From an optimization exercise on the open Yosys and OpenROAD flow, aimed at small area; shortcuts taken in it are not production practice.
Where RTL was checked, it was by simulation tests only, not by an equivalence proof against the original.
The RTL of runs 1 and 2 was laid out without a check of its function.
Power is estimated from default activity; no workload was simulated.

==> flow/design.v <==
module topModule (
    input clk,
    input rst,
    input btnL,
    input [1:0] sw,
    input [3:0] JC_cols,
    input btnR,
    output audio_gain,
    output audio_shutdown,
    output audio_out,
    output reg [3:0] JC_rows,
    output [3:0] an,
    output reg [6:0] seg
);
    assign audio_shutdown = 1'b1;
    assign audio_gain = 1'b1;
    reg [5:0] c50;
    reg       k1;
    reg [3:0] d;
    wire w50  = c50[5] & c50[4] & c50[0];       
    wire w100 = w50 & k1;                       
    wire tick = w100 & ~d[0];                   
    wire ge25 = c50 >= 6'd25;
    wire k4 = ((d == 4'd1 || d == 4'd6) & (k1 | ge25)) | ((d == 4'd2 || d == 4'd7) & ~k1) |
              ((d == 4'd3 || d == 4'd8) & k1 & ge25) | (d == 4'd4) | (d == 4'd9);
    always @(posedge clk) begin
        if (rst) begin
            c50 <= 0; k1 <= 0; d <= 0;
        end else begin
            c50 <= w50 ? 6'd0 : c50 + 6'd1;
            if (w50) k1 <= ~k1;
            if (w100) d <= (d[3] & d[0]) ? 4'd0 : d + 4'd1;
        end
    end
    reg rl;
    always @(posedge clk) begin
        if (rst) rl <= 1'b1;
        else if (tick) rl <= 1'b0;
    end
    reg [1:0]  status;       
    reg [2:0]  ctr;          
    reg [2:0]  pctr;         
    reg [4:0]  db;           
    reg        validPin;
    reg        play, fail;
    reg [2:0]  tp0, tp1, tp2, tp3;
    reg        tc;
    reg [3:0]  bl;
    reg        clean;
    reg [4:0]  led;
    reg        adj_set;
    reg [7:0]  cpH, cpL;     
    reg [7:0]  stH, stL;     
    reg [7:0]  lpH, lpL;     
    reg        accS, accL;   
    wire en = tick & (status != 2'd1);
    wire pressed = (JC_cols != 4'b1111);
    wire edge_ = db[4] & db[2] & db[0];         
    wire dbmax = db[4] & db[2] & db[1];         
    wire R0 = ~JC_rows[0] & JC_rows[1];
    wire R1 = ~JC_rows[1] & JC_rows[0];
    wire R2 = ~JC_rows[2] & JC_rows[0];
    wire R3 = ~JC_rows[3] & JC_rows[0];
    wire K0 = (JC_cols == 4'b1110);
    wire K1 = (JC_cols == 4'b1101);
    wire K2 = (JC_cols == 4'b1011);
    wire K3 = (JC_cols == 4'b0111);
    wire isdig = (R0 & K3) | ((R0 | R1 | R2) & (K0 | K1 | K2));
    wire isC = R3 & K2;
    wire isE = R2 & K3;
    wire isD = R3 & K3;
    wire [3:0] dv = {K2 & ~R0, K1 | (K2 & R0), (K0 & (R1 | R2)) | (K1 & R2) | (K2 & R0),
                     ((K0 | K2) & ~R1) | (K1 & R1)};
    wire kev = en & edge_;
    wire wr = kev & isdig & ~ctr[2];
    wire wr0 = wr & (ctr[1:0] == 2'd0);
    wire wr1 = wr & (ctr[1:0] == 2'd1);
    wire wr2 = wr & (ctr[1:0] == 2'd2);
    wire wr3 = wr & (ctr[1:0] == 2'd3);
    always @(posedge clk) begin
        if (rst) begin
            JC_rows <= 4'b0000;
            db <= 0;
            ctr <= 0;
            pctr <= 3'd7;
            validPin <= 0;
        end else begin
            if (en) begin
                db <= !pressed ? 5'd0 : (dbmax ? db : db + 5'd1);
                if (!pressed)
                    JC_rows <= {JC_rows[2] | ~JC_rows[3], JC_rows[1] | ~JC_rows[3],
                                JC_rows[0] | ~JC_rows[3], JC_rows[3]};
                pctr <= ctr;
                validPin <= edge_ & isE & ctr[2];
            end
            if (kev) begin
                if (isdig) begin
                    if (!ctr[2]) ctr <= ctr + 3'd1;
                end else if (isC | (isE & ctr[2])) ctr <= 0;
                else if (isD) ctr <= ctr - 3'd1;
            end
        end
    end
    wire [7:0] cpH_rot = {cpH[6:0], cpH[7] & ~rl};
    wire [7:0] cpL_rot = {cpL[6:0], cpL[7] & ~rl};
    wire [7:0] cpH_wr = {dv[2:0], dv[3], dv[2:0], dv[3]};   
    wire [7:0] wmH = {{3{wr0}}, wr1, {3{wr1}}, wr0};
    wire [7:0] wmL = {{3{wr2}}, wr3, {3{wr3}}, wr2};
    always @(posedge clk) begin
        cpH <= (wmH & cpH_wr) | (~wmH & cpH_rot);
        cpL <= (wmL & cpH_wr) | (~wmL & cpL_rot);
    end
    wire [2:0] rb = 3'd2 - c50[2:0];
    wire rs = rl & ~k1;
    wire kH = (8'h43 >> rb);
    wire kL = (8'h21 >> rb);
    wire ldS = adj_set;                                
    wire tz = ~|{tp0, tp1, tp2, tp3, tc};               
    wire ldL = play & fail & tz;                        
    always @(posedge clk) begin
        stH <= {stH[6:0], ldS ? cpH[7] : (rs ? kH : stH[7])};
        stL <= {stL[6:0], ldS ? cpL[7] : (rs ? kL : stL[7])};
        lpH <= {lpH[6:0], ldL ? cpH[7] : (lpH[7] & ~rl)};
        lpL <= {lpL[6:0], ldL ? cpL[7] : (lpL[7] & ~rl)};
    end
    wire eqS = (cpH[7] == stH[7]) & (cpL[7] == stL[7]);
    wire eqL = (cpH[7] == lpH[7]) & (cpL[7] == lpL[7]);
    always @(posedge clk) begin
        accS <= w50 | (accS & eqS);
        accL <= w50 | (accL & eqL);
    end
    wire match = accS & eqS;           
    wire newfail = ~(accL & eqL);
    wire tend = tp3[2] & tp1[0] & tp1[1] & tp1[2] & tp0[2];    
    wire start = tick & ~clean & (status == 2'd0) & validPin & (match | newfail);
    wire cin = (tick & play & ~tend) | tc;
    wire [3:0] tsum = {1'b0, tp3} + {3'b000, cin};
    always @(posedge clk) begin
        if (rst | start) begin
            tp0 <= 0; tp1 <= 0; tp2 <= 0; tp3 <= 0; tc <= 0;
        end else begin
            tp0 <= tsum[2:0]; tp1 <= tp0; tp2 <= tp1; tp3 <= tp2; tc <= tsum[3];
        end
    end
    always @(posedge clk) begin
        if (rst) begin
            status <= 0;
            play <= 0;
            fail <= 0;
            bl <= 0;
            clean <= 0;
        end else if (tick) begin
            if (play & tend) play <= 0;
            if (start) begin
                play <= 1;
                fail <= ~match;
            end
            if (clean)
                status <= 0;
            else begin
                case (status)
                    2'd0: if (validPin & match) status <= 1;
                    2'd1: if (sw[0]) status <= 2;
                    2'd2: if (validPin) status <= 0;
                    default: ;
                endcase
            end
            bl <= {bl[2:0], btnL};
            if (bl == 4'b1111) clean <= 1;
            else if (bl == 4'b0000) clean <= 0;
        end
    end
    assign audio_out = play & (fail ? k4 : k1);
    reg [1:0] slot;
    assign an = {~(rl | (slot == 2'd1)), ~(rl | (slot == 2'd2)),
                 ~(rl | (slot == 2'd3)), ~(rl | (slot == 2'd0))};
    reg [3:0] dig;
    always @(*) begin
        case (slot)
            2'd0: dig = cpH[7:4];
            2'd1: dig = cpH[3:0];
            2'd2: dig = cpL[7:4];
            default: dig = cpL[3:0];
        endcase
    end
    wire has  = (pctr > {1'b0, slot});    
    wire has0 = (pctr != 3'd0);
    wire isword = (status == 2'd1) | ((status == 2'd2) & adj_set) | ~has0;
    wire [1:0] wcode = {status[1], (status == 2'd0) | (status[1] & ~adj_set)};
    wire [4:0] nled = isword ? {1'b1, slot, wcode} : (has ? {1'b0, dig} : 5'b01111);
    always @(posedge clk) begin
        if (rst) begin
            slot <= 2'd0;
            led <= 0;
            adj_set <= 0;
        end else if (tick) begin
            if (status != 2'd2) adj_set <= 0;
            else if (validPin) adj_set <= 1;
            slot <= slot + 2'd1;
            led <= nled;
        end
    end
    always @(*) begin
        seg[6] = (led[3] & led[2]) | (led[3] & led[1]) | (~led[3] & ~led[2] & ~led[1] & led[0]) | (~led[4] & led[2] & ~led[1] & ~led[0]) | (led[4] & led[2] & led[1] & led[0]);
        seg[5] = ~((~led[4] & ~led[2]) | (~led[3] & ~led[1] & ~led[0]) | (~led[3] & led[1] & led[0]) | (led[4] & led[2] & ~led[1] & led[0]));
        seg[4] = (led[3] & led[1]) | (led[4] & led[3] & ~led[2]) | (led[4] & ~led[3] & led[2] & ~led[0]) | (~led[4] & ~led[2] & led[1] & ~led[0]) | (led[4] & ~led[2] & ~led[1] & led[0]);
        seg[3] = (led[3] & led[2] & led[1]) | (led[2] & ~led[1] & ~led[0]) | (led[4] & ~led[2] & led[1] & led[0]) | (~led[4] & led[2] & led[1] & led[0]) | (~led[4] & ~led[3] & ~led[2] & ~led[1] & led[0]);
        seg[2] = (~led[4] & led[0]) | (led[3] & led[2] & led[1]) | (~led[4] & led[2] & ~led[1]) | (led[3] & led[1] & led[0]) | (led[4] & ~led[3] & ~led[2] & led[1] & ~led[0]);
        seg[1] = (led[3] & led[2]) | (~led[4] & ~led[2] & led[1]) | (led[2] & led[1] & led[0]) | (led[3] & led[1] & led[0]) | (~led[4] & ~led[3] & ~led[2] & led[0]);
        seg[0] = (~led[3] & ~led[2] & ~led[1]) | (led[4] & led[3] & ~led[2] & led[0]) | (led[4] & led[3] & led[2] & led[1]) | (led[4] & ~led[3] & ~led[1] & led[0]) | (~led[4] & ~led[3] & led[2] & led[1] & led[0]);
    end
endmodule
==> flow/flow/run.sh <==
#!/bin/bash
# Own layout flow: the standard layout (standard.sh), with three changes:
#  - synthesis runs the standard flow's synthesis script (synth_recipe.tcl) unchanged, except that the final
#    ABC technology mapping uses flow/abc.script (area mapping, no buffering or upsizing)
#    instead of ORFS's speed script; registers and their names are not affected;
#  - buffer_ports puts a sky130_fd_sc_hd__buf_1 on every input and output port;
#  - clock tree synthesis uses clkbuf cells from CTS_BUFS and inserts no dummy loads.
# Each tool's output is in orfs/logs/; make's full output is in own_flow.log.
set -euo pipefail
W=$(pwd)
CTS_BUFS="sky130_fd_sc_hd__clkbuf_16"
CTS_EXTRA=""
{
  printf 'proc abc {args} {\n'
  printf '  set i [lsearch -exact $args -script]\n'
  printf '  if {$i >= 0} { lset args [expr {$i + 1}] {%s/flow/abc.script} }\n' "$W"
  printf '  puts "own flow: abc $args"\n'
  printf '  yosys abc {*}$args\n'
  printf '}\n'
  cat synth_recipe.tcl
} > own_synth.tcl
sed -E "s#SYNTH_SCRIPT=[^ ]*#SYNTH_SCRIPT=$W/own_synth.tcl#" standard.sh > own_standard.sh
grep -q "SYNTH_SCRIPT=$W/own_synth.tcl" own_standard.sh
export BUFFER_PORTS_ARGS="-buffer_cell sky130_fd_sc_hd__buf_1"
export CTS_ARGS="-sink_clustering_enable -repair_clock_nets -buf_list {$CTS_BUFS} -dont_use_dummy_load $CTS_EXTRA"
bash own_standard.sh > own_flow.log 2>&1
==> flow/flow/abc.script <==
strash
&get -n
&st
&syn2
&dch
&nf
&put
strash
dch
map -a
==> flow/standard.sh <==
#!/bin/bash
# synth_recipe.tcl (not shown) runs the flow's synth.tcl, then flattens the netlist and writes it again
# the make line also repeats each setting of config.mk as NAME=value (left out here)
make -C /OpenROAD-flow-scripts/flow DESIGN_CONFIG=/design/flow/config.mk WORK_HOME=/design/flow/orfs CLKGATE_MAP_FILE= SYNTH_SCRIPT=/design/flow/synth_recipe.tcl "${@:-finish}"
==> flow/config.mk <==
export PLATFORM = sky130hd
export DESIGN_NAME = topModule
export DESIGN_NICKNAME = topModule
export VERILOG_FILES = /design/flow/design.v
export SDC_FILE = /design/flow/constraint.sdc
export NUM_CORES = 4
export LEC_CHECK = 0
export CAP_MARGIN = 20
export CORE_MARGIN = 2
export CORE_UTILIZATION = 40
export SLEW_MARGIN = 20
==> flow/constraint.sdc <==
create_clock -name core_clock -period 10.0 [get_ports {clk}]
set_input_delay 2.0000 -clock core_clock [delete_from_list [all_inputs] [get_ports {clk}]]
set_output_delay 2.0000 -clock core_clock [all_outputs]
set_load 0.01 [all_outputs]
==> flow_summary.yaml, run 1 <==
global_routing:
  grt.overflow.total: 0
  grt_max_degree: 26
  grt.total_usage_pct: 15.8
  grt_pass1_vias: 3631
  grt_pass1_wl_um: 16100
  antenna_found_initial: 0
placed_design:
  hpwl_um: 6980
  port_buffers: 23
  dp_slack_ns: 4.91
  place_congestion: 0.877
  place_area_um2: 4850
  dp_cells: 731
floorplanning:
  ioPinCount: 28
  rows: 39
  core_area_um2: 11300
  dieArea_um2: 12300
  die_width_um: 111
  dieHeight_um: 111
  initial_core_util_pct: 40.6
clock_network:
  hold_buffers: 0
  cts-buffers-inserted: 9
  ctsResizeCount: 0
  clock-root-buffer: "clkbuf_16"
  clock_latency_ns: 0.35
  post-cts-setup-buffers: 0
  cts_tree: "done"
  cts_buffer_depth: 2
  path_clk_slew_ns: 0.08
  clock_sinks: 108
  h-tree-depth: 3
synth:
  synth_compound_area_share_pct: 18.6
  synthDistinctLibCells: 35
  synth-simple-area-share_pct: 16.4
  synthAdderAreaFrac_pct: 7.93
  synthFlopType: "dfxtp_1"
  ys_warn_count: 1
  yosysSeqAreaShare_pct: 47.2
  synthMostInstantiatedCell: "dfxtp_1"
  synth_async_sr_flop_share_pct: 0
  yosys-top-cells-count: "108 x dfxtp_1, 88 x clkinv_1, 85 x nor2_1"
  synthXorXnorAreaFrac_pct: 0.957
  synth_top_area_share_pct: 47.2
  synth.top_cells.by_area: "dfxtp_1 47%, ha_1 7.9%, clkinv_1 7.2%, nor2_1 7.0%, nand2_1 4.8%"
  syn_avg_cell_area_um2: 8.12
  synthCells: 564
  synth_edf_count: 0
  synth_top_family_by_area: "compound AO/OA/AOI/OAI gates"
  synth_top_cell_by_area: "dfxtp_1"
  ys_ff_latch: 108
  syn_area_um2: 4580
  synth.mux.area_fraction_pct: 1.20
cells_and_area:
  design_area_um2: 5070
  syn_to_final_growth_pct: 10.8
  n_antenna_cell: 0
  fillCellCount: 1131
  multi_input_area_um2: 2070
  register_area_um2: 2160
  layout.cells.non_filler: 740
  drive_above_1_share_pct: 3.18
  nNetsFinal: 638
worst_hold_path:
  hp-class: "reg -> reg"
timing:
  setup_viol: 0
  slew_headroom_pct: 44.0
  final_max_slew_viol_count: 0
  setup_tns_ns: 0
  grt_setup_unrepaired: "false"
  fin_crit_ns: 4.73
  setup_slack_ns: 5.27
  worst_slew_pin_slew_ns: 0.830
  max_clock_freq_mhz: 211
  timing.hold.ws_ns: 0.308
  hold_viol_final: 0
  min_period_over_period_pct: 47.3
  fin_skew_ns: 0.0218
worst_setup_path:
  arrival_ns: 4.96
  critPathMaxFanout: 6
  start_kind: "input pin"
  crit_type: "in -> reg"
  cp-end-kind: "flop"
  worstPathRequired_ns: 10.23
route:
  dr_total_vias: 3761
  antenna_left: 0
  first_pass_iters: 4
  post_drt_wl_per_cell_um: 12.9
  first_iter_violations: 245
  drc: 0
  wirelength_um: 9520
  vias_per_cell: 5.08
power_and_ir_drop:
  leakagePower_nw: 1.89
  ir_worst_vdd_mv: 0.112
  powerDensity_nw_per_um2: 151
run_status:
  status: "complete, no violations"
run:
  max_cap_violations: 0
[cell families after synthesis]
family	after synthesis
simple gates	184
compound gates	142
flops	108
buf+inv	90
fa+ha+maj	29
xor+xnor	5
mux	5
other cells	1
[critical path, cell delays in order]
cell	delay (ns)
buf_1	0.18
clkinv_1	0.16
nor2_1	0.18
clkinv_1	0.10
nor3_1	0.31
clkinv_1	0.10
o21ai_0	0.38
clkinv_1	0.15
nor2_1	0.19
clkinv_1	0.10
nor2_1	0.23
clkinv_1	0.12
nor2_1	0.35
mux2_2	0.38
[path summary, 6_finish.rpt]
path,startpoint,end,cells after the start,slack (ns)
max,JC_cols[0],cpL[1]$_DFF_P_,14,5.27
min,lpL[5]$_DFF_P_,lpL[6]$_DFF_P_,0,0.31
max reg2reg,c50[0]$_SDFF_PP0_,cpL[1]$_DFF_P_,16,5.33
min reg2reg,lpL[5]$_DFF_P_,lpL[6]$_DFF_P_,0,0.31
[registers in the layout, summed over array words and instances, names as in the netlist, 4 cells and up]
register	flops
led	5
JC_rows	4
cpL	8
bl	4
stL	8
lpH	8
c50	6
cpH	8
stH	8
lpL	8
db	5
d	4
[metal layers]
layer | track usage, % | routed length, um | vias up
met4 | 4.67 | 91 | 0
met2 | 27.4 | 4480 | 76
met3 | 4.05 | 323 | 17
met5 | 0 | 0 | -
li1 | - | - | 1976
met1 | 19.4 | 4620 | 1692
[per-stage QoR]
step	util [%]	total power, mW
2_1_floorplan	-	0.470
3_3_place_gp	43.0	0.478
5_1_grt	45.0	0.795
4_1_cts	45.0	0.777
6_report	45.0	0.766
3_5_place_dp	43.0	0.478
[report_power, final]
| group | internal, mW | switching, mW | leakage (nW) |
|---|---|---|---|
| combinational | 0.00666 | 0.0144 | 0.908 |
| sequential | 0.443 | 0.00499 | 0.875 |
| clock | 0.159 | 0.138 | 0.111 |
| total | 0.609 | 0.158 | 1.89 |
[cell usage in the layout (no fill, tap or decap), types with 4 or more instances in the layout]
cell,n
o22ai_1,5
a21oi_1,44
clkinv_1,88
xnor2_1,4
o21ai_0,43
nor3_1,18
o211ai_1,6
mux2_2,4
nor2_1,85
clkbuf_16,9
dfxtp_1,108
nand3_1,14
a22oi_1,11
nand2_1,59
ha_1,29
a31oi_1,11
a211oi_1,7
buf_1,23
[layout make-up]
cell class              count  area share, %
clock buffers               9           4.44
multi-input cells         367           40.9
well taps                 143           3.53
inverters                  88           6.51
flip-flops and latches    108           42.6
repair buffers             25           2.00
==> inputs of run 2 (changes only) <==
--- a/flow/flow/run.sh
+++ b/flow/flow/run.sh
@@ -8,8 +8,8 @@
 # Each tool's output is in orfs/logs/; make's full output is in own_flow.log.
 set -euo pipefail
 W=$(pwd)
-CTS_BUFS="sky130_fd_sc_hd__clkbuf_16"
-CTS_EXTRA=""
+CTS_BUFS="sky130_fd_sc_hd__clkbuf_8 sky130_fd_sc_hd__clkbuf_16"
+CTS_EXTRA="-sink_clustering_size 30 -sink_clustering_max_diameter 300"
 {
   printf 'proc abc {args} {\n'
   printf '  set i [lsearch -exact $args -script]\n'
==> run 2 against run 1 <==
  * Sequential power is essentially flat
  * Clock power hardly changed
  * Worst setup slack did not move
  * Non-clock buffer count did not move
  * Register-to-register slack about the same
  * Largest power group unchanged
  * Largest cell class unchanged
  * Wire length is the same
  * Clock skew stayed put
  * Still clean
  * Count of clock-buffer cells in the layout stayed put
  * Core utilization is the same
  * Final cell count unchanged
  * Maximum frequency is the same
==> flow_summary.yaml, run 2 <==
route:
  drc: 0
  antenna_left: 0
  wirelength_um: 9520
  post_drt_wl_per_cell_um: 12.9
  first_pass_iters: 4
  vias_per_cell: 5.08
  dr_total_vias: 3761
  first_iter_violations: 245
synth:
  synth_async_sr_flop_share_pct: 0
  synthDistinctLibCells: 35
  yosysSeqAreaShare_pct: 47.2
  synthMostInstantiatedCell: "dfxtp_1"
  syn_avg_cell_area_um2: 8.12
  synthFlopType: "dfxtp_1"
  synth_edf_count: 0
  synth.top_cells.by_area: "dfxtp_1 47%, ha_1 7.9%, clkinv_1 7.2%, nor2_1 7.0%, nand2_1 4.8%"
  syn_area_um2: 4580
  yosys-top-cells-count: "108 x dfxtp_1, 88 x clkinv_1, 85 x nor2_1"
  ys_ff_latch: 108
  synthCells: 564
  ys_warn_count: 1
  synth_top_area_share_pct: 47.2
  synth_top_cell_by_area: "dfxtp_1"
timing:
  final_max_slew_viol_count: 0
  hold_viol_final: 0
  min_period_over_period_pct: 47.3
  worst_slew_pin_slew_ns: 0.830
  max_clock_freq_mhz: 211
  fin_skew_ns: 0.0218
  fin_crit_ns: 4.73
  grt_setup_unrepaired: "false"
  setup_tns_ns: 0
  setup_viol: 0
  slew_headroom_pct: 44.0
worst_setup_path:
  crit_type: "in -> reg"
  slowest_stage: "o21ai_0"
  worstPathRequired_ns: 10.23
  start_kind: "input pin"
  crit_top_cell: "clkinv_1"
  arrival_ns: 4.96
  critPathMaxFanout: 6
  cp-end-kind: "flop"
  critPathMaxStageDelay_ns: 0.38
  path_cells: "buf_1, clkinv_1, nor2_1, clkinv_1, nor3_1, clkinv_1, o21ai_0, clkinv_1, nor2_1, clkinv_1, nor2_1, clkinv_1, nor2_1, mux2_2"
clock_network:
  cts_buffer_depth: 2
  clock_sinks: 108
  post-cts-setup-buffers: 0
  clock_latency_ns: 0.35
  path_clk_slew_ns: 0.08
  clock-root-buffer: "clkbuf_16"
  hold_buffers: 0
  cts_tree: "done"
  cts-buffers-inserted: 9
  ctsResizeCount: 0
  h-tree-depth: 3
run:
  max_cap_violations: 0
floorplanning:
  initial_core_util_pct: 40.6
  dieHeight_um: 111
  rows: 39
  core_area_um2: 11300
  die_width_um: 111
  dieArea_um2: 12300
  ioPinCount: 28
power_and_ir_drop:
  p_sw_mw: 0.158
  clkPwrFrac_pct: 38.8
  leakagePower_nw: 1.89
  combPwrFrac_pct: 2.7
  internal-power_mw: 0.609
  powerDensity_nw_per_um2: 151
  power_frac_seq_pct: 58.4
  power_switching_share_pct: 20.6
  ir_worst_vdd_mv: 0.112
placed_design:
  port_buffers: 23
  hpwl_um: 6980
  place_area_um2: 4850
  place_congestion: 0.877
run_status:
  status: "complete, no violations"
global_routing:
  grt_pass1_vias: 3631
  grt.total_usage_pct: 15.8
  grt_max_degree: 26
  antenna_found_initial: 0
  grt_pass1_wl_um: 16100
  grt.overflow.total: 0
cells_and_area:
  design_area_um2: 5070
  layout_common_cells: "108 x dfxtp_1, 88 x clkinv_1, 85 x nor2_1"
  syn_to_final_growth_pct: 10.8
  n_antenna_cell: 0
  register_area_um2: 2160
  multi_input_area_um2: 2070
  final_common_cell: "dfxtp_1"
  nNetsFinal: 638
  fillCellCount: 1131
  drive_above_1_share_pct: 3.18
worst_hold_path:
  hp-class: "reg -> reg"
## run 2: final timing paths
kind | end | cells after the start | start | slack [ns]
max reg2reg | cpL[1]$_DFF_P_ | 16 | c50[0]$_SDFF_PP0_ | 5.33
min reg2reg | lpL[6]$_DFF_P_ | 0 | lpL[5]$_DFF_P_ | 0.31
min | lpL[6]$_DFF_P_ | 0 | lpL[5]$_DFF_P_ | 0.31
max | cpL[1]$_DFF_P_ | 14 | JC_cols[0] | 5.27
## run 2: final cells by class
type                    count  area share [%]
flip-flops and latches    108            42.6
multi-input cells         367            40.9
inverters                  88            6.51
clock buffers               9            4.44
well taps                 143            3.53
repair buffers             25            2.00
## run 2: routing by layer
metal | share of wire [%] | vias up | GRT usage [%]
met3 | 3.4 | 17 | 4.05
met2 | 47 | 76 | 27.4
met1 | 49 | 1692 | 19.4
li1 | - | 1976 | -
met4 | 0.96 | 0 | 4.67
met5 | 0 | - | 0
## run 2: cells by family after synthesis
logic type               synth area share (%)
AND/OR/NAND/NOR                          16.4
multiplexers                             1.20
other                                  0.0819
AO/OA/AOI/OAI                            18.6
XOR/XNOR                                0.957
adder cells (fa/ha/maj)                  7.93
buffers and inverters                    7.55
flip-flops                               47.2
## run 2: worst max-delay path, delay by kind of cell
| family | cells | cell delay [ns] |
|---|---|---|
| muxes | 1 | 0.38 |
| and+or+nand+nor | 5 | 1.26 |
| buffers and inverters | 7 | 0.91 |
| AOI/OAI and AO/OA | 1 | 0.38 |
## run 2: power groups by stage
stage / Combinational, mW / Sequential (mW) / Clock (mW)
floorplan: 0.0135 / 0.456 / 0
global placement: 0.0201 / 0.458 / 0
detailed placement: 0.0207 / 0.458 / 0
CTS: 0.0209 / 0.448 / 0.308
global route: 0.0236 / 0.449 / 0.323
finish: 0.0210 / 0.448 / 0.297
## run 2: metrics by stage
stage / hold WS [ns] / instances / power [mW] / setup WS (ns) / utilization (%)
after floorplan: 0.310 / 565 / 0.470 / 5.63 / -
after global routing: 0.310 / 740 / 0.795 / 4.68 / 45.0
after CTS: 0.310 / 740 / 0.777 / 5.27 / 45.0
after detailed placement: 0.313 / 731 / 0.478 / 4.91 / 43.0
final: 0.308 / 740 / 0.766 / 5.27 / 45.0
after global placement: 0.311 / 731 / 0.478 / 5.04 / 43.0
==> inputs of run 3 (changes only) <==
--- a/flow/design.v
+++ b/flow/design.v
@@ -16,20 +16,24 @@
     assign audio_gain = 1'b1;
     reg [5:0] c50;
     reg       k1;
-    reg [3:0] d;
+    reg [2:0] d5;
+    reg       dp;
     wire w50  = c50[5] & c50[4] & c50[0];       
     wire w100 = w50 & k1;                       
-    wire tick = w100 & ~d[0];                   
+    wire tick = w100 & ~dp;                     
     wire ge25 = c50 >= 6'd25;
-    wire k4 = ((d == 4'd1 || d == 4'd6) & (k1 | ge25)) | ((d == 4'd2 || d == 4'd7) & ~k1) |
-              ((d == 4'd3 || d == 4'd8) & k1 & ge25) | (d == 4'd4) | (d == 4'd9);
-    always @(posedge clk) begin
-        if (rst) begin
-            c50 <= 0; k1 <= 0; d <= 0;
+    wire k4 = ((d5 == 3'd1) & (k1 | ge25)) | ((d5 == 3'd2) & ~k1) |
+              ((d5 == 3'd3) & k1 & ge25) | (d5 == 3'd4);
+    always @(posedge clk) begin
+        if (rst) begin
+            c50 <= 0; k1 <= 0; d5 <= 0; dp <= 0;
         end else begin
             c50 <= w50 ? 6'd0 : c50 + 6'd1;
             if (w50) k1 <= ~k1;
-            if (w100) d <= (d[3] & d[0]) ? 4'd0 : d + 4'd1;
+            if (w100) begin
+                d5 <= d5[2] ? 3'd0 : d5 + 3'd1;
+                dp <= ~dp;
+            end
         end
     end
     reg rl;
@@ -40,7 +44,7 @@
     reg [1:0]  status;       
     reg [2:0]  ctr;          
     reg [2:0]  pctr;         
-    reg [4:0]  db;           
+    reg [4:0]  db;
     reg        validPin;
     reg        play, fail;
     reg [2:0]  tp0, tp1, tp2, tp3;
@@ -55,8 +59,8 @@
     reg        accS, accL;   
     wire en = tick & (status != 2'd1);
     wire pressed = (JC_cols != 4'b1111);
-    wire edge_ = db[4] & db[2] & db[0];         
-    wire dbmax = db[4] & db[2] & db[1];         
+    wire edge_ = ~db[4] & ~db[2] & ~db[1];      
+    wire dbmax = ~db[3] & ~db[2] & ~db[0];      
     wire R0 = ~JC_rows[0] & JC_rows[1];
     wire R1 = ~JC_rows[1] & JC_rows[0];
     wire R2 = ~JC_rows[2] & JC_rows[0];
@@ -80,13 +84,13 @@
     always @(posedge clk) begin
         if (rst) begin
             JC_rows <= 4'b0000;
-            db <= 0;
+            db <= 5'b01011;
             ctr <= 0;
             pctr <= 3'd7;
             validPin <= 0;
         end else begin
             if (en) begin
-                db <= !pressed ? 5'd0 : (dbmax ? db : db + 5'd1);
+                db <= !pressed ? 5'b01011 : (dbmax ? db : {db[3:0], db[4] ^ db[1]});
                 if (!pressed)
                     JC_rows <= {JC_rows[2] | ~JC_rows[3], JC_rows[1] | ~JC_rows[3],
                                 JC_rows[0] | ~JC_rows[3], JC_rows[3]};
--- a/flow/flow/run.sh
+++ b/flow/flow/run.sh
@@ -8,8 +8,8 @@
 # Each tool's output is in orfs/logs/; make's full output is in own_flow.log.
 set -euo pipefail
 W=$(pwd)
-CTS_BUFS="sky130_fd_sc_hd__clkbuf_8 sky130_fd_sc_hd__clkbuf_16"
-CTS_EXTRA="-sink_clustering_size 30 -sink_clustering_max_diameter 300"
+CTS_BUFS=${CTS_BUFS:-sky130_fd_sc_hd__clkbuf_4 sky130_fd_sc_hd__clkbuf_8}
+CTS_EXTRA=${CTS_EXTRA:-}
 {
   printf 'proc abc {args} {\n'
   printf '  set i [lsearch -exact $args -script]\n'
==> run 3 against run 2 <==
  * Final cell count is 3.1% lower
  * Critical path depth increased by 2
  * Global-route usage increased by 0.51 points
  * Combinational power fell by 4%
  * Wire length shrank 3.6%
  * Non-clock buffer count unchanged
  * Clock power decreased by about 30%
  * First-iteration DRC count fell by 19%
  * Power down 12%
  * Sequential power hardly changed
  * Worst setup slack worse by 0.56 ns
  * Sequential share of layout area increased by 1.6 points
  * Critical endpoint is now cpH[1]$_DFF_P_
==> flow_summary.yaml, run 3 <==
worst_setup_path:
  worstPathRequired_ns: 10.26
  critPathMaxFanout: 17
  cp-end-kind: "flop"
  path_cells: "clkinv_1, nor3_1, clkinv_1, nor2_1, clkinv_1, nor2_1, buf_4, clkinv_1, nor2_1, clkinv_1, nor4_1, clkinv_1, nor2_1, clkinv_1, nor2_1, mux2_2"
  slowest_stage: "nor2_1"
  crit_type: "reg -> reg"
  crit_start: "c50[0]$_SDFF_PP0_"
  arrival_ns: 5.55
  rr_startpoint: "c50[0]$_SDFF_PP0_"
  start_kind: "flop"
  reg2reg_slack_ns: 4.71
  crit_top_cell: "clkinv_1"
  critPathMaxStageDelay_ns: 0.56
clock_network:
  cts-buffers-inserted: 9
  clock_sinks: 108
  cts_tree: "done"
  path_clk_slew_ns: 0.10
  post-cts-setup-buffers: 0
  clock-root-buffer: "clkbuf_8"
  cts_buffer_depth: 2
  ctsResizeCount: 0
  h-tree-depth: 3
  clock_latency_ns: 0.37
  hold_buffers: 0
run:
  max_cap_violations: 0
cells_and_area:
  layout.cells.non_filler: 717
  final_common_cell: "dfxtp_1"
  n_antenna_cell: 0
  drive_above_1_share_pct: 3.81
  syn_to_final_growth_pct: 8.65
  layout_common_cells: "108 x dfxtp_1, 87 x clkinv_1, 76 x nor2_1"
  nNetsFinal: 617
  design_area_um2: 4890
timing:
  fin_skew_ns: 0.0216
  slew_headroom_pct: 56.8
  worst_slew_pin_slew_ns: 0.643
  fin_crit_ns: 5.29
  setup_viol: 0
  hold_viol_final: 0
  setup_tns_ns: 0
  grt_setup_unrepaired: "false"
  max_clock_freq_mhz: 189
  min_period_over_period_pct: 52.9
  final_max_slew_viol_count: 0
synth:
  yosysSeqAreaShare_pct: 48.1
  syn_area_um2: 4500
  synth_top_cell_by_area: "dfxtp_1"
  synth_async_sr_flop_share_pct: 0
  synthCells: 544
  synthDistinctLibCells: 35
  synth_edf_count: 0
  synthMostInstantiatedCell: "dfxtp_1"
  ys_ff_latch: 108
  synth_top_area_share_pct: 48.1
  syn_avg_cell_area_um2: 8.27
  synthFlopType: "dfxtp_1"
  synth.top_cells.by_area: "dfxtp_1 48%, ha_1 7.8%, clkinv_1 7.3%, nor2_1 6.3%, a21oi_1 5.6%"
  yosys-top-cells-count: "108 x dfxtp_1, 87 x clkinv_1, 76 x nor2_1"
  ys_warn_count: 1
floorplanning:
  ioPinCount: 28
  initial_core_util_pct: 41.3
  core_area_um2: 10900
  dieArea_um2: 12100
  rows: 38
  dieHeight_um: 110
  die_width_um: 110
placed_design:
  dp_cells: 708
  place_congestion: 0.801
  place_area_um2: 4760
  hpwl_um: 6740
  port_buffers: 23
power_and_ir_drop:
  leakagePower_nw: 1.81
  combPwrFrac_pct: 3.0
  clkPwrFrac_pct: 30.9
  p_sw_mw: 0.147
  powerDensity_nw_per_um2: 138
  ir_worst_vdd_mv: 0.0756
  power_switching_share_pct: 21.7
  internal-power_mw: 0.530
  power_frac_seq_pct: 66.2
route:
  first_iter_violations: 198
  vias_per_cell: 5.08
  first_pass_iters: 5
  post_drt_wl_per_cell_um: 12.8
  dr_total_vias: 3642
  antenna_left: 0
  drc: 0
  wirelength_um: 9170
worst_hold_path:
  hp-start: "stH[1]$_DFF_P_"
  hp-class: "reg -> reg"
global_routing:
  grt_pass1_vias: 3427
  grt.overflow.total: 0
  grt_max_degree: 28
  grt.total_usage_pct: 16.3
  grt_pass1_wl_um: 15500
  antenna_found_initial: 0
run_status:
  status: "complete, no violations"
## run 3: cell types whose count changed in the layout (fill, tap and decap cells not counted), sizes merged, moves of 3 or more
cell | previous run | this run
nand2 | 59 | 53
nor4 | 3 | 7
nor3 | 18 | 14
a21oi | 44 | 50
a31oi | 11 | 2
nor2 | 85 | 76
a22oi | 11 | 6
o21ai | 43 | 40
a211oi | 7 | 11
a221oi | 1 | 5
## run 3: logic make-up after synthesis
kind of cell               Yosys count  synth area share (%)
muxes                                6                  1.50
DFF                                108                  48.1
buffers and inverters               89                  7.59
and+or+nand+nor                    169                  15.6
xor gates and xnor gates             5                 0.974
AOI/OAI and AO/OA                  138                  18.4
other                                1                0.0834
adders and majority gates           28                  7.79
## run 3: final timing paths
kind,to,cells after the start
worst min register to register,stH[2]$_DFF_P_,0
worst max register to register,cpH[1]$_DFF_P_,16
worst max-delay path,cpH[1]$_DFF_P_,16
worst min-delay path,stH[2]$_DFF_P_,0
## run 3: worst max-delay path: cells and delay by family (launching register included)
family | cells | cell delay, ns
buffers and inverters | 8 | 1.96
flip-flops | 1 | 0.46
multiplexers | 1 | 0.39
AND/OR/NAND/NOR | 7 | 2.36
## run 3: final cells by class
cell class | instances | area (um2)
Sequential cell | 108 | 2160
Fill cell | 1060 | 6000
Timing Repair Buffer | 25 | 101
Multi-Input combinational cell | 348 | 2000
Tap cell | 140 | 175
Clock buffer | 9 | 124
Inverter | 87 | 327
## run 3: power groups by stage
| stage | Clock, mW | Sequential, mW | Combinational, mW |
|---|---|---|---|
| CTS | 0.219 | 0.448 | 0.0204 |
| detailed placement | 0 | 0.458 | 0.0201 |
| global placement | 0 | 0.457 | 0.0197 |
| finish | 0.209 | 0.447 | 0.0202 |
| floorplan | 0 | 0.456 | 0.0131 |
| global route | 0.230 | 0.449 | 0.0228 |
## run 3: per-layer routing
layer | share of wire (%) | GRT usage, % | up-vias | wire length (um)
li1 | - | - | 1908 | -
met1 | 48 | 21.2 | 1653 | 4420
met2 | 47 | 26.7 | 77 | 4320
met3 | 4.1 | 3.88 | 4 | 378
met4 | 0.69 | 5.24 | 0 | 63
met5 | 0 | 0 | - | 0
## run 3: metrics by stage
step                hold WS, ns  power (mW)  setup slack, ns  utilization (%)
finish                    0.306       0.676             4.71             44.9
detailed placement        0.312       0.478             4.67             43.7
floorplan                 0.310       0.469             5.48                -
global route              0.312       0.702             3.99             44.9
global placement          0.313       0.477             4.81             43.7
CTS                       0.311       0.687             4.68             44.9
==> inputs of run 4 (changes only) <==
==> flow/flow/abc.script (replaced) <==
strash
&get -n
&st
&syn2
&syn3
&dch
&nf
&put
strash
dch
map -a
==> run 4 against run 3 <==
  * Worst hold slack worse by 0.015 ns
  * Highest routed layer unchanged
  * Die area down 0.73%
  * Critical path depth unchanged
  * Largest cell class unchanged
  * First-iteration DRC count down 24%
  * Worst setup slack worse by 0.51 ns
  * Still clean on timing, DRC and antenna
  * Count of clock-buffer cells in the layout unchanged
==> flow_summary.yaml, run 4 <==
worst_hold_path:
  hp-start: "lpH[0]$_DFF_P_"
  hp-class: "reg -> reg"
floorplanning:
  dieArea_um2: 12000
  rows: 38
  die_width_um: 110
  core_area_um2: 10900
  dieHeight_um: 110
  ioPinCount: 28
  initial_core_util_pct: 41.0
cells_and_area:
  syn_to_final_growth_pct: 8.55
  drive_above_1_share_pct: 2.40
  nNetsFinal: 623
  n_antenna_cell: 0
  layout_common_cells: "108 x dfxtp_1, 88 x clkinv_1, 81 x nor2_1"
  final_common_cell: "dfxtp_1"
  fillCellCount: 1106
synth:
  synthCells: 551
  syn_area_um2: 4460
  yosys-top-cells-count: "108 x dfxtp_1, 88 x clkinv_1, 81 x nor2_1"
  synthFlopType: "dfxtp_1"
  synthDistinctLibCells: 29
  synth_async_sr_flop_share_pct: 0
  synth.top_cells.by_area: "dfxtp_1 48%, ha_1 7.8%, clkinv_1 7.4%, nor2_1 6.8%, a21oi_1 5.6%"
  synthMostInstantiatedCell: "dfxtp_1"
  synthAdderAreaFrac_pct: 7.85
  synth.mux.area_fraction_pct: 0
  synthXorXnorAreaFrac_pct: 0.589
  ys_warn_count: 1
  synth_top_family_by_area: "compound AO/OA/AOI/OAI gates"
  synth_compound_area_share_pct: 18.5
  synth_top_cell_by_area: "dfxtp_1"
  syn_avg_cell_area_um2: 8.10
  synth_top_area_share_pct: 48.4
  ys_ff_latch: 108
  synth_edf_count: 0
  synth-simple-area-share_pct: 16.8
  yosysSeqAreaShare_pct: 48.4
clock_network:
  clock-root-buffer: "clkbuf_8"
  clock_latency_ns: 0.37
  ctsResizeCount: 0
  cts-buffers-inserted: 9
  cts_buffer_depth: 2
  h-tree-depth: 3
  post-cts-setup-buffers: 0
  path_clk_slew_ns: 0.11
  clock_sinks: 108
  hold_buffers: 0
  cts_tree: "done"
run_status:
  status: "complete, no violations"
worst_setup_path:
  rr_startpoint: "c50[0]$_SDFF_PP0_"
  critPathMaxStageDelay_ns: 0.78
  slowest_stage: "nor2_1"
  critPathMaxFanout: 18
  cp-end-kind: "flop"
  crit_type: "reg -> reg"
  start_kind: "flop"
  arrival_ns: 6.08
  worstPathRequired_ns: 10.28
  crit_start: "c50[0]$_SDFF_PP0_"
  crit_top_cell: "clkinv_1"
  path_cells: "clkinv_1, nor3_1, clkinv_1, nor2_1, clkinv_1, nor2_1, clkinv_1, nor2_1, clkinv_1, nor4_1, clkinv_1, nor2_1, clkinv_1, nor2_1, nor2_1, a21oi_1"
global_routing:
  grt_pass1_wl_um: 15100
  grt.total_usage_pct: 16.1
  grt_max_degree: 32
  antenna_found_initial: 0
  grt_pass1_vias: 3415
  grt.overflow.total: 0
placed_design:
  port_buffers: 23
  hpwl_um: 6560
  place_congestion: 0.813
  dp_slack_ns: 4.23
run:
  max_cap_violations: 0
route:
  vias_per_cell: 5.02
  wirelength_um: 8740
  post_drt_wl_per_cell_um: 12.1
  first_pass_iters: 4
  drc: 0
  dr_total_vias: 3627
  wl_met2_um: 3770
  met3_wirelength_um: 322
  first_iter_violations: 150
  antenna_left: 0
  wl_met1_um: 4430
  top_layer: "met4"
timing:
  setup_viol: 0
  setup_tns_ns: 0
  fin_skew_ns: 0.0319
  setup_slack_ns: 4.20
  max_clock_freq_mhz: 173
  final_max_slew_viol_count: 0
  worst_slew_pin_slew_ns: 0.953
  slew_headroom_pct: 36.2
  hold_viol_final: 0
  fin_crit_ns: 5.80
  grt_setup_unrepaired: "false"
  min_period_over_period_pct: 58.0
power_and_ir_drop:
  powerDensity_nw_per_um2: 138
  ir_worst_vdd_mv: 0.0718
  leakagePower_nw: 1.74
run 4: changes by cell type after synthesis, moves of 2 or more:
| cell | change |
|---|---|
| o211ai_1 | +3 |
| nor2_1 | +5 |
| mux2_2 | -6 |
| xnor2_1 | -2 |
| nor3_1 | +7 |
| o21a_1 | -2 |
| a31oi_1 | +2 |
| o311ai_0 | -2 |
| o32ai_1 | -2 |
| o21ai_0 | +7 |
| nand2_1 | -4 |
| nand3_1 | +3 |
run 4: cells by family (layout without fill, tap and decap cells):
| kind of cell | after synthesis | in the layout |
|---|---|---|
| adder cells (fa/ha/maj) | 28 | 28 |
| other | 1 | 2 |
| flip-flops | 108 | 108 |
| XOR/XNOR | 3 | 3 |
| AO/OA/AOI/OAI | 142 | 142 |
| AND/OR/NAND/NOR | 179 | 179 |
| buffers and inverters | 90 | 121 |
run 4: path summary, 6_finish.rpt:
path	slack (ns)	to	depth (start not counted)
min	0.29	lpH[1]$_DFF_P_	0
min reg2reg	0.29	lpH[1]$_DFF_P_	0
max reg2reg	4.20	cpL[4]$_DFF_P_	16
max	4.20	cpL[4]$_DFF_P_	16
run 4: layer usage:
layer | up-vias | track usage, %
li1 | 1934 | -
met1 | 1630 | 21.2
met2 | 45 | 25.2
met3 | 18 | 4.09
met4 | 0 | 6.87
met5 | - | 0
run 4: cell type report:
| type | count | area, um2 | share of cell area (%) |
|---|---|---|---|
| multi-input cells | 354 | 1960 | 40.5 |
| flip-flops and latches | 108 | 2160 | 44.6 |
| clock buffers | 9 | 124 | 2.56 |
| well taps | 140 | 175 | 3.61 |
| repair buffers | 24 | 93.8 | 1.94 |
| inverters | 88 | 330 | 6.82 |
run 4: worst max-delay path, delay by kind of cell, from the launching register on:
kind | cells | cell delay (ns)
and+or+nand+nor | 8 | 3.13
DFF | 1 | 0.46
buffers and inverters | 7 | 2.03
AOI/OAI and AO/OA | 1 | 0.13
run 4: power by group:
part / internal, mW / total [mW] / switching, mW
logic: 0.00593 / 0.0185 / 0.0126
registers: 0.442 / 0.447 / 0.00508
clock network: 0.0811 / 0.205 / 0.123
total: 0.529 / 0.670 / 0.141
run 4: through the flow:
| stage | util, % | hold slack [ns] | power [mW] | instance area, um2 | std cells |
|---|---|---|---|---|---|
| finish | 44.5 | 0.291 | 0.670 | 4850 | 723 |
| global route | 44.5 | 0.306 | 0.700 | 4850 | 723 |
| CTS | 44.5 | 0.303 | 0.681 | 4850 | 723 |
| detailed placement | 43.4 | 0.312 | 0.476 | 4720 | 714 |
| global placement | 43.4 | 0.311 | 0.475 | 4720 | 714 |
| floorplan | - | 0.310 | 0.468 | 4470 | 552 |
==> inputs of run 5 (changes only) <==
==> flow/flow/abc.script (replaced) <==
strash
dch
map -a
topo
dnsize -c
==> run 5 against run 4 <==
  * Count of clock-buffer cells in the layout unchanged
  * Combinational power up 8%
  * Sequential share of layout area up 0.34 points
  * Core utilization down 0.14 points
  * Via count down 0.28%
  * Register-to-register slack better by 0.31 ns
  * Die area down 0.78%
  * Synthesized area down 0.81%
  * First-iteration DRC count up 45%
==> flow_summary.yaml, run 5 <==
run_status:
  status: "complete, no violations"
floorplanning:
  dieHeight_um: 109
  initial_core_util_pct: 40.8
  dieArea_um2: 11900
  die_width_um: 109
  ioPinCount: 28
  rows: 38
  core_area_um2: 10800
power_and_ir_drop:
  powerDensity_nw_per_um2: 140
  ir_worst_vdd_mv: 0.0600
  combPwrFrac_pct: 3.0
  leakagePower_nw: 1.75
  power_frac_seq_pct: 66.6
  power_switching_share_pct: 21.2
  clkPwrFrac_pct: 30.5
  internal-power_mw: 0.532
  p_sw_mw: 0.143
worst_setup_path:
  worstPathRequired_ns: 10.23
  cp-end-kind: "flop"
  arrival_ns: 5.71
  crit_top_cell: "clkinv_1"
  crit_type: "reg -> reg"
  path_cells: "clkinv_1, nor3_1, clkinv_1, nor2_1, clkinv_1, nor2_1, clkinv_1, nor2_1, clkinv_1, nor4_1, clkinv_1, nor2_1, nand3_1, nand3_1, o21ai_0"
  start_kind: "flop"
  critPathMaxStageDelay_ns: 0.72
  critPathMaxFanout: 23
  slowest_stage: "clkinv_1"
synth:
  synth.top_cells.by_area: "dfxtp_1 49%, ha_1 7.9%, clkinv_1 6.9%, o21ai_0 5.9%, a21oi_1 5.7%"
  synthMostInstantiatedCell: "dfxtp_1"
  synth_async_sr_flop_share_pct: 0
  synthCells: 538
  synthFlopType: "dfxtp_1"
  ys_warn_count: 1
  synthDistinctLibCells: 32
  synth_top_cell_by_area: "dfxtp_1"
  yosysSeqAreaShare_pct: 48.8
  synth_edf_count: 0
  yosys-top-cells-count: "108 x dfxtp_1, 81 x clkinv_1, 59 x nor2_1"
  syn_area_um2: 4430
  synth_top_area_share_pct: 48.8
  syn_avg_cell_area_um2: 8.23
  ys_ff_latch: 108
global_routing:
  met1_usage_pct: 22.4
  grt_pass1_wl_um: 15100
  grt.total_usage_pct: 16.0
  grt_pass1_vias: 3341
  grt_max_degree: 28
  grtUsageMet3_pct: 3.11
  use_met2_pct: 24.9
  grt.overflow.total: 0
  top_usage_layer: "met2"
  antenna_found_initial: 0
cells_and_area:
  drive_above_1_share_pct: 2.63
  layout_common_cells: "108 x dfxtp_1, 81 x clkinv_1, 59 x nor2_1"
  register_area_um2: 2160
  syn_to_final_growth_pct: 8.62
  final_common_cell: "dfxtp_1"
  nNetsFinal: 610
  n_antenna_cell: 0
  multi_input_area_um2: 1950
  design_area_um2: 4810
  fillCellCount: 1099
route:
  drc: 0
  vias_per_cell: 5.09
  antenna_left: 0
  first_iter_violations: 217
  first_pass_iters: 5
  post_drt_wl_per_cell_um: 12.3
  dr_total_vias: 3617
  wirelength_um: 8720
clock_network:
  cts_tree: "done"
  hold_buffers: 0
  cts-buffers-inserted: 9
  path_clk_slew_ns: 0.11
  post-cts-setup-buffers: 0
  clock-root-buffer: "clkbuf_8"
  cts_buffer_depth: 2
  clock_sinks: 108
  h-tree-depth: 3
  ctsResizeCount: 0
  clock_latency_ns: 0.37
placed_design:
  dp_slack_ns: 4.58
  port_buffers: 23
  place_congestion: 0.860
  place_area_um2: 4690
  hpwl_um: 6530
run:
  max_cap_violations: 0
timing:
  max_clock_freq_mhz: 182
  hold_viol_final: 0
  timing.hold.ws_ns: 0.301
  setup_viol: 0
  slew_headroom_pct: 50.9
  grt_setup_unrepaired: "false"
  final_max_slew_viol_count: 0
  min_period_over_period_pct: 54.8
  fin_crit_ns: 5.48
  setup_tns_ns: 0
  worst_slew_pin_slew_ns: 0.734
  fin_skew_ns: 0.0342
  setup_slack_ns: 4.52
worst_hold_path:
  hp-class: "reg -> reg"
## run 5: cell count changes in the layout (fill, tap and decap cells not counted), sizes merged, moves of 5 or more
cell    delta
nor2      -22
nand3      +9
clkinv     -7
o21ai      +5
nand2      +8
## run 5: cell families after synthesis
| family | Yosys count | share of synthesized area (%) |
|---|---|---|
| AOI/OAI and AO/OA | 141 | 18.5 |
| xor gates and xnor gates | 5 | 0.989 |
| adders and majority gates | 28 | 7.91 |
| buffers and inverters | 83 | 7.21 |
| DFF | 108 | 48.8 |
| other | 1 | 0.0847 |
| and+or+nand+nor | 172 | 16.5 |
## run 5: stage by stage
| stage | util, % | power [mW] | std cells |
|---|---|---|---|
| 2_1_floorplan | - | 0.472 | 539 |
| 3_3_place_gp | 43.2 | 0.480 | 701 |
| 3_5_place_dp | 43.2 | 0.480 | 701 |
| 4_1_cts | 44.4 | 0.685 | 710 |
| 5_1_grt | 44.4 | 0.706 | 710 |
| 6_report | 44.4 | 0.675 | 710 |
## run 5: final timing paths
check / startpoint / to / slack (ns) / cells past startpoint
worst min register to register: lpL[0]$_DFF_P_ / lpL[1]$_DFF_P_ / 0.30 / 0
worst max-delay path: c50[0]$_SDFF_PP0_ / cpL[0]$_DFF_P_ / 4.52 / 15
worst min-delay path: lpL[0]$_DFF_P_ / lpL[1]$_DFF_P_ / 0.30 / 0
worst max register to register: c50[0]$_SDFF_PP0_ / cpL[0]$_DFF_P_ / 4.52 / 15
## run 5: routing by layer
metal | share of wire (%) | vias up | wire, um
li1 | - | 1883 | -
met1 | 52 | 1659 | 4500
met2 | 44 | 61 | 3850
met3 | 2.8 | 14 | 248
met4 | 1.4 | 0 | 126
met5 | 0 | - | 0
## run 5: power by group through the flow
stage                     combinational (mW)  sequential (mW)  clock, mW
after CTS                             0.0204            0.450      0.215
after detailed placement              0.0203            0.460          0
final                                 0.0200            0.450      0.206
after global placement                0.0201            0.460          0
after global routing                  0.0238            0.452      0.230
after floorplan                       0.0138            0.458          0
## run 5: area by class of cell
type | instances | share of cell area, %
Inverter | 81 | 6.32
Sequential cell | 108 | 45.0
Multi-Input combinational cell | 348 | 40.6
Tap cell | 140 | 3.64
Clock buffer | 9 | 2.58
Timing Repair Buffer | 24 | 1.95
## run 5: worst max-delay path: cells and delay by family, from the launching register on
| kind | cells | cell delay, ns |
|---|---|---|
| compound gates | 1 | 0.08 |
| buf+inv | 6 | 1.77 |
| flops | 1 | 0.44 |
| simple gates | 8 | 3.06 |
==> inputs of run 6 (changes only) <==
==> flow/flow/abc.script (replaced) <==
strash
dch
amap
strash
dch
amap
topo
==> run 6 against run 5 <==
  * Power fell by 0.51%
  * Synthesized cell count decreased by 7.2%
  * Count of clock-buffer cells in the layout unchanged
  * Maximum frequency rose by 9.6%
  * Combinational power decreased by 16%
  * Flip-flop and latch count is the same
  * Global-route usage rose by 0.37 points
  * Largest power group unchanged
  * Highest routed layer unchanged
==> flow_summary.yaml, run 6 <==
cells_and_area:
  drive_above_1_share_pct: 1.88
  post-route-util_pct: 44.2
  syn_to_final_growth_pct: 8.70
  layout_common_cells: "108 x dfxtp_1, 75 x nor2_1, 68 x clkinv_1"
  final_common_cell: "dfxtp_1"
  n_antenna_cell: 0
  nNetsFinal: 571
synth:
  synth_top_cell_by_area: "dfxtp_1"
  yosys-top-cells-count: "108 x dfxtp_1, 75 x nor2_1, 68 x clkinv_1"
  synthCells: 499
  synthDistinctLibCells: 43
  synth_top_area_share_pct: 49.3
  ys_ff_latch: 108
  synth.top_cells.by_area: "dfxtp_1 49%, ha_1 8.0%, nor2_1 6.4%, clkinv_1 5.8%, o21ai_0 3.0%"
  synth_async_sr_flop_share_pct: 0
  synth_edf_count: 0
  synthMostInstantiatedCell: "dfxtp_1"
  synthFlopType: "dfxtp_1"
  yosysSeqAreaShare_pct: 49.3
  syn_area_um2: 4390
  ys_warn_count: 1
  syn_avg_cell_area_um2: 8.79
placed_design:
  place_congestion: 0.808
  hpwl_um: 6550
  port_buffers: 23
timing:
  max_clock_freq_mhz: 200
  fin_skew_ns: 0.0344
  min_period_over_period_pct: 50.0
  hold_viol_final: 0
  worst_slew_pin_slew_ns: 0.996
  setup_viol: 0
  final_max_slew_viol_count: 0
  grt_setup_unrepaired: "false"
  fin_crit_ns: 5.00
  slew_headroom_pct: 32.9
  setup_tns_ns: 0
worst_setup_path:
  crit_type: "reg -> reg"
  worstPathRequired_ns: 10.21
  cp-end-kind: "flop"
  arrival_ns: 5.22
  path_cells: "and3_1, nand2_1, nor2_1, clkinv_1, nor2_1, clkinv_1, nor4_1, o31a_1, o21ai_0, a311oi_1, a211oi_1"
  start_kind: "flop"
  critPathMaxFanout: 21
  critPathMaxStageDelay_ns: 0.81
  slowest_stage: "nor4_1"
power_and_ir_drop:
  powerDensity_nw_per_um2: 141
  ir_worst_vdd_mv: 0.0909
  leakagePower_nw: 1.72
clock_network:
  clock_latency_ns: 0.38
  cts-buffers-inserted: 9
  ctsResizeCount: 0
  clock-root-buffer: "clkbuf_8"
  cts_buffer_depth: 2
  path_clk_slew_ns: 0.11
  hold_buffers: 0
  h-tree-depth: 3
  cts_tree: "done"
  clock_sinks: 108
  post-cts-setup-buffers: 0
global_routing:
  antenna_found_initial: 0
  grt_pass1_wl_um: 15100
  grt_pass1_vias: 3321
  grt.total_usage_pct: 16.4
  grt_max_degree: 34
  grt.overflow.total: 0
floorplanning:
  dieArea_um2: 11800
  core_area_um2: 10800
  initial_core_util_pct: 40.6
  die_width_um: 109
  ioPinCount: 28
  rows: 38
  dieHeight_um: 109
route:
  first_pass_iters: 4
  dr_total_vias: 3496
  post_drt_wl_per_cell_um: 13.3
  drc: 0
  antenna_left: 0
  vias_per_cell: 5.21
  first_iter_violations: 217
  wirelength_um: 8900
run:
  max_cap_violations: 0
run_status:
  status: "complete, no violations"
worst_hold_path:
  hp-class: "reg -> reg"
-- run 6: cell count changes in the layout (fill, tap and decap cells not counted), sizes merged, moves of 15 or more --
cell and delta:
nand2 -26, o21ai -26, a21oi -26, o22ai +15, nand3 -21, nor2 +16
-- run 6: cell families (layout without fill, tap and decap cells) --
logic type               Yosys count  in the layout  synth area share, %
adder cells (fa/ha/maj)           28             28                 7.99
AND/OR/NAND/NOR                  162            162                 16.5
other                              1              2               0.0855
buffers and inverters             70            101                 6.16
AO/OA/AOI/OAI                    130            130                 20.0
flip-flops                       108            108                 49.3
-- run 6: final cells by class --
| class | instances | area (um2) |
|---|---|---|
| Inverter | 68 | 255 |
| Timing Repair Buffer | 24 | 93.8 |
| Sequential cell | 108 | 2160 |
| Tap cell | 140 | 175 |
| Fill cell | 1063 | 6020 |
| Multi-Input combinational cell | 322 | 1960 |
| Clock buffer | 9 | 124 |
-- run 6: critical path, delay by kind of cell, from the launching register on --
| family | cells | cell delay [ns] |
|---|---|---|
| AO/OA/AOI/OAI | 4 | 0.85 |
| buffers and inverters | 2 | 1.06 |
| flip-flops | 1 | 0.49 |
| AND/OR/NAND/NOR | 5 | 2.44 |
-- run 6: metrics by stage --
stage / total power [mW] / hold slack (ns) / cells / setup slack [ns] / instance area [um2]
after floorplan: 0.467 / 0.310 / 500 / 6.01 / 4390
after global placement: 0.474 / 0.310 / 662 / 5.09 / 4640
after detailed placement: 0.475 / 0.313 / 662 / 5.00 / 4640
after CTS: 0.682 / 0.334 / 671 / 4.92 / 4770
after global routing: 0.704 / 0.338 / 671 / 4.45 / 4770
final: 0.672 / 0.320 / 671 / 5.00 / 4770
-- run 6: routing by layer --
metal / GRT usage (%) / routed length, um / part of all wire, % / vias to the layer above
met5: 0 / 0 / 0 / -
li1: - / - / - / 1828
met1: 20.5 / 4350 / 49 / 1615
met3: 5.02 / 262 / 2.9 / 10
met4: 4.76 / 100 / 1.1 / 0
met2: 27.3 / 4200 / 47 / 43
-- run 6: final timing paths --
check	start	end	slack, ns	depth (start not counted)
worst max register to register	c50[0]$_SDFF_PP0_	ctr[1]$_SDFFE_PP0P_	5.00	11
worst min-delay path	lpL[3]$_DFF_P_	lpL[4]$_DFF_P_	0.32	0
worst min register to register	lpL[3]$_DFF_P_	lpL[4]$_DFF_P_	0.32	0
worst max-delay path	c50[0]$_SDFF_PP0_	ctr[1]$_SDFFE_PP0P_	5.00	11
-- run 6: power breakdown --
group / total (mW) / internal (mW) / switching (mW)
logic: 0.0169 / 0.00583 / 0.0111
registers: 0.448 / 0.442 / 0.00556
clock network: 0.207 / 0.0811 / 0.126
total: 0.672 / 0.529 / 0.143
==> inputs of run 7 (changes only) <==
==> flow/flow/abc.script (replaced) <==
strash
dch -f
amap
topo
==> run 7 against run 6 <==
  * Critical endpoint is now cpL[5]$_DFF_P_
  * Largest power group unchanged
  * Still clean
  * Flip-flop and latch count unchanged
  * Die area increased by 0.61%
  * Critical path depth unchanged
  * Sequential share of layout area fell by 0.33 points
  * Power up 0.37%
  * Combinational power grew about 10%
  * Clock power barely moved
  * Wire length increased by 0.25%
  * Sequential power about the same
==> flow_summary.yaml, run 7 <==
synth:
  synthMostInstantiatedCell: "dfxtp_1"
  yosys-top-cells-count: "108 x dfxtp_1, 76 x nor2_1, 75 x clkinv_1"
  synth.top_cells.by_area: "dfxtp_1 49%, ha_1 7.9%, nor2_1 6.5%, clkinv_1 6.4%, a21oi_1 3.9%"
  syn_area_um2: 4410
  synthDistinctLibCells: 39
  synth_top_area_share_pct: 49.0
  synth_top_cell_by_area: "dfxtp_1"
  ys_ff_latch: 108
  syn_avg_cell_area_um2: 8.81
  synthFlopType: "dfxtp_1"
  synth_edf_count: 0
  synth_async_sr_flop_share_pct: 0
  synthCells: 501
  yosysSeqAreaShare_pct: 49.0
  ys_warn_count: 1
worst_setup_path:
  start_kind: "input pin"
  reg2reg_slack_ns: 6.40
  crit_top_cell: "clkinv_1"
  r2r_cells: 10
  rr_startpoint: "c50[0]$_SDFF_PP0_"
  cp-endpoint: "cpL[5]$_DFF_P_"
  critical_path.top_delay_family: "simple AND/OR/NAND/NOR gates"
  cp.depth: 11
  worstPathRequired_ns: 10.25
  crit_type: "in -> reg"
  critPathMaxStageDelay_ns: 0.47
  arrival_ns: 4.51
  crit_start: "JC_cols[1]"
  critPathMaxFanout: 5
  path_cells: "buf_1, nand2_1, nor3_1, clkinv_1, a22o_1, o21ai_0, clkinv_1, or3_1, nor2b_1, clkinv_1, o22a_1"
  cp_num_buf_inv: 4
  cp-end-kind: "flop"
  slowest_stage: "or3_1"
  r2r-end: "cpL[5]$_DFF_P_"
timing:
  final_max_slew_viol_count: 0
  slew_headroom_pct: 55.8
  setup_viol: 0
  worst_slew_pin_slew_ns: 0.664
  grt_setup_unrepaired: "false"
  min_period_over_period_pct: 42.6
  fin_skew_ns: 0.0307
  max_clock_freq_mhz: 235
  fin_crit_ns: 4.26
  setup_tns_ns: 0
  hold_viol_final: 0
clock_network:
  ctsResizeCount: 0
  clock_latency_ns: 0.38
  hold_buffers: 0
  post-cts-setup-buffers: 0
  clock-root-buffer: "clkbuf_8"
  cts-buffers-inserted: 9
  h-tree-depth: 3
  cts_buffer_depth: 2
  clock_sinks: 108
  cts_tree: "done"
  path_clk_slew_ns: 0.10
route:
  post_drt_wl_per_cell_um: 13.2
  first_pass_iters: 4
  first_iter_violations: 241
  vias_per_cell: 5.23
  dr_total_vias: 3522
  drc: 0
  wirelength_um: 8930
  antenna_left: 0
power_and_ir_drop:
  powerDensity_nw_per_um2: 140
  ir_worst_vdd_mv: 0.120
  leakagePower_nw: 1.71
placed_design:
  port_buffers: 23
  place_area_um2: 4680
  hpwl_um: 6590
  place_congestion: 0.843
cells_and_area:
  layout_common_cells: "108 x dfxtp_1, 76 x nor2_1, 75 x clkinv_1"
  n_antenna_cell: 0
  nNetsFinal: 574
  fillCellCount: 1086
  multi_input_area_um2: 1960
  design_area_um2: 4800
  register_area_um2: 2160
  final_common_cell: "dfxtp_1"
  drive_above_1_share_pct: 2.06
  syn_to_final_growth_pct: 8.82
run:
  max_cap_violations: 0
floorplanning:
  core_area_um2: 10800
  die_width_um: 109
  dieArea_um2: 11900
  ioPinCount: 28
  initial_core_util_pct: 40.9
  rows: 38
  dieHeight_um: 109
global_routing:
  antenna_found_initial: 0
  grt.total_usage_pct: 16.4
  grt_pass1_wl_um: 15400
  grt.overflow.total: 0
  grt_max_degree: 30
  grt_pass1_vias: 3367
run_status:
  status: "complete, no violations"
worst_hold_path:
  hp-class: "reg -> reg"
run 7: layer usage:
layer,wire (um),track usage [%],share of wire (%)
met1,4250,20.5,48
met2,4240,27.3,47
met3,294,4.00,3.3
met4,142,5.77,1.6
met5,0,0,0
run 7: cells by family (layout without fill, tap and decap cells):
kind of cell | after synthesis | count (layout) | synth area share, %
AO/OA/AOI/OAI | 135 | 135 | 20.8
adder cells (fa/ha/maj) | 28 | 28 | 7.94
buffers and inverters | 77 | 109 | 6.72
flip-flops | 108 | 108 | 49.0
AND/OR/NAND/NOR | 152 | 152 | 15.4
other | 1 | 2 | 0.0850
run 7: how the worst min path moves through the flow:
| stage | start | endpoint | slack, ns | cells past startpoint |
|---|---|---|---|---|
| 6_report | stL[1]$_DFF_P_ | stL[2]$_DFF_P_ | 0.33 | 0 |
| 5_1_grt | stL[1]$_DFF_P_ | stL[2]$_DFF_P_ | 0.33 | 0 |
| 4_1_cts | stL[1]$_DFF_P_ | stL[2]$_DFF_P_ | 0.33 | 0 |
| 3_5_place_dp | stL[3]$_DFF_P_ | stL[4]$_DFF_P_ | 0.31 | 0 |
| 3_3_place_gp | stL[0]$_DFF_P_ | stL[1]$_DFF_P_ | 0.31 | 0 |
| 2_1_floorplan | lpH[0]$_DFF_P_ | lpH[1]$_DFF_P_ | 0.31 | 0 |
run 7: power by group:
group          internal (mW)  total [mW]  switching, mW
clock                 0.0811       0.207          0.126
combinational        0.00572      0.0186         0.0129
sequential             0.444       0.449        0.00483
run 7: stage by stage:
stage	std cells	total power [mW]	setup slack [ns]	utilization [%]	hold slack, ns
final	674	0.675	5.74	44.5	0.329
after global placement	665	0.477	5.43	43.4	0.311
after floorplan	502	0.470	5.90	-	0.310
after detailed placement	665	0.478	5.37	43.4	0.312
after CTS	674	0.684	5.73	44.5	0.331
after global routing	674	0.704	5.38	44.5	0.326
run 7: layout make-up:
| cell class | instances | area share, % |
|---|---|---|
| Timing Repair Buffer | 25 | 2.11 |
| Tap cell | 140 | 3.65 |
| Clock buffer | 9 | 2.58 |
| Multi-Input combinational cell | 317 | 40.8 |
| Sequential cell | 108 | 45.0 |
| Inverter | 75 | 5.86 |
run 7: worst register-to-register path: cells and delay by family (launching register included):
family          cells  cell delay, ns
simple gates        7            2.17
buf+inv             2            0.65
flops               1            0.46
compound gates      1            0.21

-- static timing again, ports no longer ideal --
The flow's constraints put no driver on any port. The routed layouts listed below were extracted and timed again, unchanged, in two steps. Step 1, drivers: a clkbuf_16 drives clk and a buf_2 each remaining input, both assumed. Step 2 moves the port delays by t, midway between the first and last clock arrival at a register: inputs arrive t later, outputs are due t later. That takes back most of the time a late clock gives input paths. Three values: ideal, step 1, step 2; two values: the first two.
| run | t (ns) | setup WS [ns] | latest minus earliest clock arrival (ns) | pins driven straight from the clock port |
|---|---|---|---|---|
| run 1 | 0.372 | 5.268 / 5.280 / 4.908 | 0.022 / 0.022 | 1 |
| run 2 | 0.372 | 5.268 / 5.280 / 4.908 | 0.022 / 0.022 | 1 |
| run 3 | 0.390 | 4.712 / 4.712 / 4.712 | 0.025 / 0.026 | 1 |
| run 4 | 0.389 | 4.204 / 4.204 / 4.204 | 0.033 / 0.032 | 1 |
| run 5 | 0.389 | 4.516 / 4.516 / 4.516 | 0.035 / 0.035 | 1 |
| run 6 | 0.394 | 4.998 / 4.998 / 4.998 | 0.036 / 0.036 | 1 |
| run 7 | 0.393 | 5.741 / 5.750 / 5.357 | 0.031 / 0.030 | 1 |
After both steps every run listed still meets setup and hold. The setup slack of run 7, which loses most, moves by +0.009 ns with the drivers and by -0.384 ns with both steps.
